This is an optimization exercise on Yosys and OpenROAD, whose aim is small area, not a production implementation.
Only simulation tests tie the RTL to the original design; equivalence was not proved.
No driver is modelled on the clock port, so clocking that relies on it looks cheaper here than on a real chip.
No activity file was given, so power comes from the tool's default toggle rates.

Setup of run 1:
==> flow/design.v (excerpt) <==
module top (
  input wire clk,
  input wire rst,
  input wire rx,
  output wire tx
);
  localparam [10:0] LFSR_END  = 11'd144;
  localparam [10:0] LFSR_MASK = 11'b11101101011;
  reg [10:0] lfsr;
  wire tick = (lfsr & LFSR_MASK) == (LFSR_END & LFSR_MASK);
  always @(posedge clk)
    lfsr <= {lfsr[9:0], lfsr[10] ^ lfsr[1] ^ tick};
  reg [3:0] fc;
  wire idle    = ~fc[3] & ~fc[2] & ~fc[0];
  wire at_stop =  fc[3] & ~fc[1] & ~fc[0];
  wire fc_in   = ~(fc[3] ^ (fc[2] & ~fc[0]));
  always @(posedge clk)
    if (rst)
      fc <= 4'd0;
    else if (tick & ~(idle & rx))
      fc <= {fc[2:0], fc_in};
  reg [9:0] line;
  wire [7:0] byte_in = {line[0], line[1], line[2], line[3],
                        line[4], line[5], line[6], line[7]};
  wire letter = (byte_in[7:6] == 2'b01) &&
                (byte_in[4:0] != 5'd0) && (byte_in[4:0] <= 5'd26);
  wire flip = at_stop & letter;
  always @(posedge clk)
    if (rst)
      line <= 10'h3ff;
    else if (tick)
      line <= {line[8:3], line[2] ^ flip, line[1:0], rx};
  assign tx = line[9];
endmodule
Size: roughly 93 cells after synthesis, about 25 flip-flops, about 4 I/O pins.
Settings: LEC_CHECK=0, CAP_MARGIN=20, CORE_AREA=2 2 60 60, CTS_BUF_LIST=sky130_fd_sc_hd__clkbuf_16, CTS_CLUSTER_DIAMETER=100, CTS_CLUSTER_SIZE=30, DIE_AREA=0 0 62 62, PLACE_DENSITY=0.95, SLEW_MARGIN=20; clock period 8.0 ns.
run.sh (not shown) runs the stock make flow with config.mk's settings and CLKGATE_MAP_FILE= SYNTH_SCRIPT=/design/flow/synth_recipe.tcl, a recipe that flattens the netlist after the stock synthesis.
> inputs changed (run 1 -> run 2)
--- a/flow/config.mk
+++ b/flow/config.mk
@@ -10 +10 @@
-export CTS_BUF_LIST = sky130_fd_sc_hd__clkbuf_16
+export CTS_BUF_LIST = sky130_fd_sc_hd__clkbuf_8
Run 2 went all the way through synthesis, placement and routing and the layout is clean on timing, DRC and antenna. As far as slew at the pin closest to its max-slew limit is concerned, run 1 and run 2 perform about the same. The run with more setup slack is run 1; run 2 has less. Compare run 2 and run 1 | fraction of the core area covered by cells at the end of the flow higher: run 1. Relative to run 1, post-route cell area has decreased by 3.3% in run 2. Per the comparison of run 2 with run 1, routed wire length -about 1.3%; worst hold slack +0.0042 ns; logic gate share of total power +0.4 points; overall power of the completed layout -36 µW.
Setup changes, run 2 to run 3
--- a/flow/config.mk
+++ b/flow/config.mk
@@ -11,2 +10,0 @@
-export CTS_CLUSTER_DIAMETER = 100
-export CTS_CLUSTER_SIZE = 30
@@ -14 +11,0 @@
-export PLACE_DENSITY = 0.95
[summary]
Compared with run 2, run 3 shows setup slack of the critical path after layout higher by 0.064 ns. Number of cells on the critical path: run 2 vs run 3 identical. Any difference in power between run 3 and run 2 is small enough to ignore. Run 3 vs. run 2: global-route wire length before repair went up by 5.2%.
What run 4 does differently from run 3 at the input level:
--- a/flow/config.mk
+++ b/flow/config.mk
@@ -11,0 +12 @@
+export PLACE_DENSITY = 0.95
==> summary.txt <==
Between run 3 and run 4, the difference in wire length is negligible.
Going from run 3 to run 4, the worst path setup slack after routing was found to have gone down by 0.064 ns.
Diff run 3..run 4 | power density relative to cell area | negligible

== v45 ==
top, a different RTL version from the one above (not shown whole).
Size: about 25 flip-flops, ~4 I/O pins.
clock: 8.0 ns
lec_check: 0
abc_area: 1
cap_margin: 20
core_area: 2 2 60 60
die_area: 0 0 62 62
slew_margin: 20
standard.sh (not shown) runs the stock make flow with config.mk's settings and CLKGATE_MAP_FILE= SYNTH_SCRIPT=/design/flow/synth_recipe.tcl, a recipe that flattens the netlist after the stock synthesis.
==> flow/flow/run.sh <==
#!/bin/bash
# The standard ORFS layout with two changes:
#  - port buffers are plain sky130_fd_sc_hd__buf_1 cells;
#  - the clock tree is a single buffer (inserted by clkbuf.tcl just before
#    CTS) that drives every flip-flop, so TritonCTS, pointed at the clock
#    port net that now has one sink, adds nothing. The hold repair of the
#    CTS step still runs.
# ORFS writes each step's full log under orfs/logs/; make's own output goes
# to standard.log.
set -euo pipefail
export ONE_CLKBUF=sky130_fd_sc_hd__buf_12
bash standard.sh finish \
  'BUFFER_PORTS_ARGS=-buffer_cell sky130_fd_sc_hd__buf_1' \
  "PRE_CTS_TCL=$PWD/flow/clkbuf.tcl" \
  'CTS_ARGS=-clk_nets clk -dont_use_dummy_load' \
  > standard.log 2>&1
==> flow/flow/clkbuf.tcl <==
# Drive every clock sink from one clock buffer placed at the sinks' centroid;
# the clock port then feeds only that buffer.
set block [ord::get_db_block]
set db [ord::get_db]
set clk [$block findNet clk]
set master [$db findMaster $::env(ONE_CLKBUF)]
set inst [odb::dbInst_create $block $master clkbuf_root]
set net [odb::dbNet_create $block clknet_root]
$net setSigType CLOCK
set sx 0; set sy 0; set n 0
foreach it [$clk getITerms] {
  set i [$it getInst]
  set bb [$i getBBox]
  set sx [expr {$sx + ([$bb xMin] + [$bb xMax]) / 2}]
  set sy [expr {$sy + ([$bb yMin] + [$bb yMax]) / 2}]
  incr n
  $it disconnect
  $it connect $net
}
[$inst findITerm A] connect $clk
[$inst findITerm X] connect $net
$inst setLocation [expr {$sx / $n}] [expr {$sy / $n}]
$inst setPlacementStatus PLACED
puts "clkbuf.tcl: $::env(ONE_CLKBUF) drives $n clock sinks"
--- input diff v45..v35 ---
==> flow/flow/run.sh <==
#!/bin/bash
set -euo pipefail
export ONE_CLKBUF=sky130_fd_sc_hd__buf_12
export MY_ABC_SCRIPT=$PWD/flow/area.abc
bash standard.sh finish \
  "SYNTH_SCRIPT=$PWD/flow/my_synth.tcl" \
  'BUFFER_PORTS_ARGS=-buffer_cell sky130_fd_sc_hd__buf_1' \
  "PRE_CTS_TCL=$PWD/flow/clkbuf.tcl" \
  'CTS_ARGS=-clk_nets clk -dont_use_dummy_load' \
  > standard.log 2>&1
==> flow/flow/area.abc (new file) <==
strash
balance; rewrite; refactor; balance; rewrite; rewrite -z; balance; refactor -z; rewrite -z; balance
dch -f
amap
topo
dnsize -c
==> flow/flow/my_synth.tcl (new file) <==
# synth_recipe.tcl with ABC's mapping script replaced by $::env(MY_ABC_SCRIPT)
proc synth {args} { yosys synth -nofsm -noshare {*}$args }
proc abc {args} {
  set i [lsearch -exact $args -script]
  if { $i >= 0 } { lset args [expr {$i + 1}] $::env(MY_ABC_SCRIPT) }
  yosys abc {*}$args
}
source $::env(SCRIPTS_DIR)/synth.tcl
# left out here: clear keep_hierarchy, flatten, clean up, hide names made inside functions, write 1_2_yosys.v
Results
Every stage of the flow completed for v35, and the final layout passed the timing, DRC and antenna checks. v35 vs v45: via count down in v35. From v45 to v35 the numbers moved as follows: wire length of the first global-routing pass -13%; worst slew margin relative to its limit moved up; combinational cell fraction of total power now sits at about the same level. Final setup TNS: v45 vs v35 identical. Compared with v45, in v35 placed standard-cell area lost 6.3%; total power neither gained nor lost much; switching share of total power lost 0.81 points; core utilization lost 1.7 points. Row delay of the slowest cell on the worst path: v35 lower / v45 higher.
Input changes introduced in v5 (baseline for comparison: v35):
--- a/flow/flow/run.sh
+++ b/flow/flow/run.sh
@@ -3,2 +3 @@
-export ONE_CLKBUF=sky130_fd_sc_hd__buf_12
-export MY_ABC_SCRIPT=$PWD/flow/area.abc
+export ONE_CLKBUF=sky130_fd_sc_hd__buf_8
@@ -6 +4,0 @@
-  "SYNTH_SCRIPT=$PWD/flow/my_synth.tcl" \
removed: flow/flow/area.abc
removed: flow/flow/my_synth.tcl
## What came out
- Comparing v35 and v5, the higher power was measured on v35.
- The required time of the critical path of v5 is higher than that of v35.
- Portion of the clock cycle consumed by the worst path in the final layout for v5 is lower than for v35.
- Time the final worst path needs with I/O delays and setup ends up higher on v35.
- Post-synthesis sequential area ratio, v35 and v5: larger value in v35
Modified inputs, v2 compared to v5
--- a/flow/flow/run.sh
+++ b/flow/flow/run.sh
@@ -1,0 +2,10 @@
+# The standard ORFS layout (standard.sh) with these changes:
+#  - synthesis runs my_synth.tcl: the standard synthesis, but ABC maps the
+#    logic with area.abc (deeper AIG optimisation, area-oriented mapping);
+#  - port buffers are plain sky130_fd_sc_hd__buf_1 cells;
+#  - the clock tree is a single buffer (inserted by clkbuf.tcl just before
+#    CTS) that drives every flip-flop, so TritonCTS, pointed at the clock
+#    port net that now has one sink, adds nothing. The CTS step's hold
+#    repair still runs.
+# ORFS writes each step's full log under orfs/logs/; make's own output goes
+# to standard.log.
@@ -3 +13,2 @@
-export ONE_CLKBUF=sky130_fd_sc_hd__buf_8
+export ONE_CLKBUF=sky130_fd_sc_hd__buf_12
+export MY_ABC_SCRIPT=$PWD/flow/area.abc
@@ -4,0 +16 @@
+  "SYNTH_SCRIPT=$PWD/flow/my_synth.tcl" \
==> flow/flow/area.abc (new file) <==
strash
&get -n
&deepsyn -J 20 -T 100
&put
&get -n
&dch -f
&nf -R 1000
&put
topo
dnsize -c
==> flow/flow/my_synth.tcl (new file) <==
# synth_recipe.tcl (the standard synthesis) with one change: ABC maps the
# combinational logic with the area-oriented script in $::env(MY_ABC_SCRIPT)
# instead of ORFS's abc_area.script. Flip-flops are mapped before ABC runs,
# so the registers, their names and cell types are those of the standard
# synthesis.
proc synth {args} { yosys synth -nofsm -noshare {*}$args }
proc abc {args} {
  set i [lsearch -exact $args -script]
  if { $i >= 0 } { lset args [expr {$i + 1}] $::env(MY_ABC_SCRIPT) }
  yosys abc {*}$args
}
source $::env(SCRIPTS_DIR)/synth.tcl
# left out here: clear keep_hierarchy, flatten, clean up, hide names made inside functions, write 1_2_yosys.v
[summary]
Relative to v5, met1 layer usage reported by global route increased by 0.17 points in v2.
The lower multi-input gate share of the layout cell area came out of v2.
Across both runs, portion of total power attributed to combinational logic was higher for v2 than for v5.
#### Input delta (v7 over v2)
==> flow/flow/run.sh <==
#!/bin/bash
set -euo pipefail
export ONE_CLKBUF=sky130_fd_sc_hd__buf_12
bash standard.sh finish \
  'BUFFER_PORTS_ARGS=-buffer_cell sky130_fd_sc_hd__buf_1' \
  "PRE_CTS_TCL=$PWD/flow/clkbuf.tcl" \
  'CTS_ARGS=-clk_nets clk -dont_use_dummy_load' \
  > standard.log 2>&1
removed: flow/flow/area.abc
removed: flow/flow/my_synth.tcl
==> comparison <==
Going from v2 to v7, synthesized cell count increased by 36 relative to the old numbers, switching share of power decreased 0.28 points.
Of v7 and v2, it is v7 that has the lower clock period minus final worst setup slack.
v2 → v7: cell area went up 9.4%, measured slew at the worst slew-check pin +0.056 ns.
Modified inputs, v51 compared to v7
--- a/flow/flow/run.sh
+++ b/flow/flow/run.sh
@@ -3,0 +4 @@
+export MY_ABC_SCRIPT=$PWD/flow/area.abc
@@ -4,0 +6 @@
+  "SYNTH_SCRIPT=$PWD/flow/my_synth.tcl" \
==> flow/flow/area.abc (new file) <==
strash
&get -n
&deepsyn -T 60
&put
&get -n
&dch -f
&nf -R 1000
&put
topo
dnsize -c
==> flow/flow/my_synth.tcl (new file) <==
# synth_recipe.tcl with ABC's mapping script replaced by $::env(MY_ABC_SCRIPT)
proc synth {args} { yosys synth -nofsm -noshare {*}$args }
proc abc {args} {
  set i [lsearch -exact $args -script]
  if { $i >= 0 } { lset args [expr {$i + 1}] $::env(MY_ABC_SCRIPT) }
  yosys abc {*}$args
}
source $::env(SCRIPTS_DIR)/synth.tcl
# left out here: clear keep_hierarchy, flatten, clean up, hide names made inside functions, write 1_2_yosys.v
## What came out
v51 went all the way through synthesis, placement and routing and the layout is clean on timing, DRC and antenna.
Diff v7 -> v51: routed wire length on met2 lower; post-layout minimum cycle time higher; total detailed-routing wirelength lower; met1 usage in global routing higher; cell count lower.
Diff v7 -> v51 | switching component of the power | increase of about 6%
v7 → v51: final area fell 8.6%; final total power picked up an extra 4.5%; final worst slack saw a decrease.

run A:
The RTL this note starts from:
==> flow/design.v <==
module top (
  input wire clk,
  input wire rst,
  input wire rx,
  output wire tx
);
  localparam [10:0] LFSR_END  = 11'd144;
  localparam [10:0] LFSR_MASK = 11'b11101101011;
  reg [10:0] lfsr;
  wire tick = (lfsr & LFSR_MASK) == (LFSR_END & LFSR_MASK);
  always @(posedge clk)
    lfsr <= {lfsr[9:0], lfsr[10] ^ lfsr[1] ^ tick};
  reg [3:0] fc;
  wire idle    = ~fc[3] & ~fc[2] & ~fc[0];
  wire at_stop =  fc[3] & ~fc[1] & ~fc[0];
  wire fc_in   = idle ? ~rx : ~(fc[3] ^ (fc[2] & ~fc[0]));
  always @(posedge clk)
    if (rst)
      fc <= 4'd0;
    else if (tick)
      fc <= {fc[2:0], fc_in};
  reg [9:0] line;
  wire [7:0] byte_in = {line[0], line[1], line[2], line[3],
                        line[4], line[5], line[6], line[7]};
  wire letter = (byte_in[7:6] == 2'b01) &&
                (byte_in[4:0] != 5'd0) && (byte_in[4:0] <= 5'd26);
  wire flip = at_stop & letter;
  always @(posedge clk)
    if (rst)
      line <= 10'h3ff;
    else if (tick)
      line <= {line[8:3], line[2] ^ flip, line[1:0], rx};
  assign tx = line[9];
endmodule
Settings: LEC_CHECK=0, CAP_MARGIN=20, CORE_AREA=2 2 60 60, CTS_BUF_LIST=sky130_fd_sc_hd__clkbuf_8, DIE_AREA=0 0 62 62, SLEW_MARGIN=20; clock period 8.0 ns.
run.sh (not shown) runs the stock make flow with config.mk's settings and CLKGATE_MAP_FILE= SYNTH_SCRIPT=/design/flow/synth_recipe.tcl, a recipe that flattens the netlist after the stock synthesis.
Stock flow here: none of the scripts above is used.
Run A ran to completion and came out clean on the timing, DRC and antenna checks.
Input-level comparison between run B and run A:
Settings: ABC_AREA now 1, previously not set.
==> flow/flow/run.sh (new file) <==
#!/bin/bash
# Standard ORFS layout, with plain buf_1 cells as port buffers and a
# clock tree built from clkbuf_8 without dummy loads.
set -euo pipefail
bash standard.sh finish \
  'BUFFER_PORTS_ARGS=-buffer_cell sky130_fd_sc_hd__buf_1' \
  'CTS_ARGS=-sink_clustering_enable -repair_clock_nets -dont_use_dummy_load -buf_list sky130_fd_sc_hd__clkbuf_8 -root_buf sky130_fd_sc_hd__clkbuf_8 -sink_clustering_size 30 -sink_clustering_max_diameter 200' \
  > standard.log 2>&1
==> flow/standard.sh (new file) <==
#!/bin/bash
# synth_recipe.tcl (not shown) runs the flow's synth.tcl, then flattens the netlist and writes it again
# the make line also repeats each setting of config.mk as NAME=value (left out here)
make -C /OpenROAD-flow-scripts/flow DESIGN_CONFIG=/design/flow/config.mk WORK_HOME=/design/flow/orfs CLKGATE_MAP_FILE= SYNTH_SCRIPT=/design/flow/synth_recipe.tcl "${@:-finish}"
removed: flow/run.sh
Of run B and run A, run B shows the higher share of power burned in registers, with run A below it.
Changes observed in run B relative to run A: routing usage on met2 grew by 1.6 points; total wirelength of the detailed-routed design grew by about 3.5%; fraction of the yosys area taken by sequential cells grew by 2.5 points; cell area shrank by 63 um^2.
Arrival time reported for the critical path endpoint ended up 370 ps lower on run B than on run A.
Setup changes, run B to run C
==> flow/run.sh (new file) <==
#!/bin/bash
# synth_recipe.tcl (not shown) runs the flow's synth.tcl, then flattens the netlist and writes it again
# the make line also repeats each setting of config.mk as NAME=value (left out here)
make -C /OpenROAD-flow-scripts/flow DESIGN_CONFIG=/design/flow/config.mk WORK_HOME=/design/flow/orfs CLKGATE_MAP_FILE= SYNTH_SCRIPT=/design/flow/synth_recipe.tcl finish
removed: flow/flow/run.sh
removed: flow/standard.sh
==> comparison <==
- Taking run B as the reference, in run C power consumed by the clock network +3.8%; post-layout instance count excluding filler cells +0.68%.
- Any difference in critical path depth between run C and run B is small enough to ignore.
- On fraction of area in registers: between run C and run B, it ends up higher for run B.
[inputs] run D vs run C
Settings: CTS_BUF_LIST removed (was sky130_fd_sc_hd__clkbuf_8).
==> flow/flow/run.sh (new file) <==
#!/bin/bash
set -euo pipefail
export ONE_CLKBUF=sky130_fd_sc_hd__clkbuf_16
bash standard.sh finish \
  'BUFFER_PORTS_ARGS=-buffer_cell sky130_fd_sc_hd__buf_1' \
  "PRE_CTS_TCL=$PWD/flow/clkbuf.tcl" \
  'CTS_ARGS=-clk_nets clk -dont_use_dummy_load' \
  > standard.log 2>&1
==> flow/flow/clkbuf.tcl (new file) <==
# Drive every clock sink from one clock buffer placed at the sinks' centroid;
# the clock port then feeds only that buffer.
set block [ord::get_db_block]
set db [ord::get_db]
set clk [$block findNet clk]
set master [$db findMaster $::env(ONE_CLKBUF)]
set inst [odb::dbInst_create $block $master clkbuf_root]
set net [odb::dbNet_create $block clknet_root]
$net setSigType CLOCK
set sx 0; set sy 0; set n 0
foreach it [$clk getITerms] {
  set i [$it getInst]
  set bb [$i getBBox]
  set sx [expr {$sx + ([$bb xMin] + [$bb xMax]) / 2}]
  set sy [expr {$sy + ([$bb yMin] + [$bb yMax]) / 2}]
  incr n
  $it disconnect
  $it connect $net
}
[$inst findITerm A] connect $clk
[$inst findITerm X] connect $net
$inst setLocation [expr {$sx / $n}] [expr {$sy / $n}]
$inst setPlacementStatus PLACED
puts "clkbuf.tcl: $::env(ONE_CLKBUF) drives $n clock sinks"
==> flow/standard.sh (new file) <==
#!/bin/bash
# synth_recipe.tcl (not shown) runs the flow's synth.tcl, then flattens the netlist and writes it again
# the make line also repeats each setting of config.mk as NAME=value (left out here)
make -C /OpenROAD-flow-scripts/flow DESIGN_CONFIG=/design/flow/config.mk WORK_HOME=/design/flow/orfs CLKGATE_MAP_FILE= SYNTH_SCRIPT=/design/flow/synth_recipe.tcl "${@:-finish}"
removed: flow/run.sh
Findings:
- In run D, the final non-filler cell area came out 40 um^2 below the value in run C.
- Sequential cell area share, run C and run D: higher on run D
- Between run D and run C, it is run D whose average wire per standard cell is higher, by about 4.6%.
- Cmp run C and run D / combinational gate power / higher: run C
- Compared to run C, run D has utilization 1.2 points lower.

==> afterwards: timing with drivers on the ports <==
The results above use ideal ports. As a check the final layouts listed here were re-extracted and re-timed, cells and wires unchanged.
Step 1 (the two cells are an assumption about what drives the block):
set clk [get_ports {clk}]
set_driving_cell -lib_cell sky130_fd_sc_hd__clkbuf_16 $clk
set_driving_cell -lib_cell sky130_fd_sc_hd__buf_2 [delete_from_list [all_inputs] $clk]
Step 2 times the ports against the registers' clock, not the clock port: input delays grow and output delays shrink by t, the midpoint of the rising clock arrivals with the driver on.
Three values: ideal ports, drivers, drivers and shift; two values: the first two.
run	t (ns)	setup slack, ns	worst setup path at the end
run 1	0.279	5.240 / 5.214 / 5.070	input to register
run 2	0.283	5.223 / 5.200 / 5.081	input to register
run 3	0.279	5.287 / 5.265 / 5.063	input to register
run 4	0.283	5.223 / 5.200 / 5.081	input to register
v45	0.158	5.670 / 5.679 / 5.521	input to register
v35	0.151	5.671 / 5.671 / 5.520	input to register
v5	0.173	5.695 / 5.701 / 5.528	input to register
v2	0.152	5.379 / 5.388 / 5.236	input to register
v7	0.158	5.670 / 5.679 / 5.521	input to register
v51	0.152	5.379 / 5.388 / 5.236	input to register
run A	0.286	5.271 / 5.248 / 5.126	input to register
run B	0.286	5.640 / 5.616 / 5.515	input to register
run C	0.280	5.267 / 5.245 / 5.220	input to register
run D	0.179	5.713 / 5.718 / 5.539	input to register
After both steps setup and hold are still met in every run listed. For run 3, which loses most, drivers alone change the setup slack by -0.022 ns; drivers and shift together by -0.224 ns.
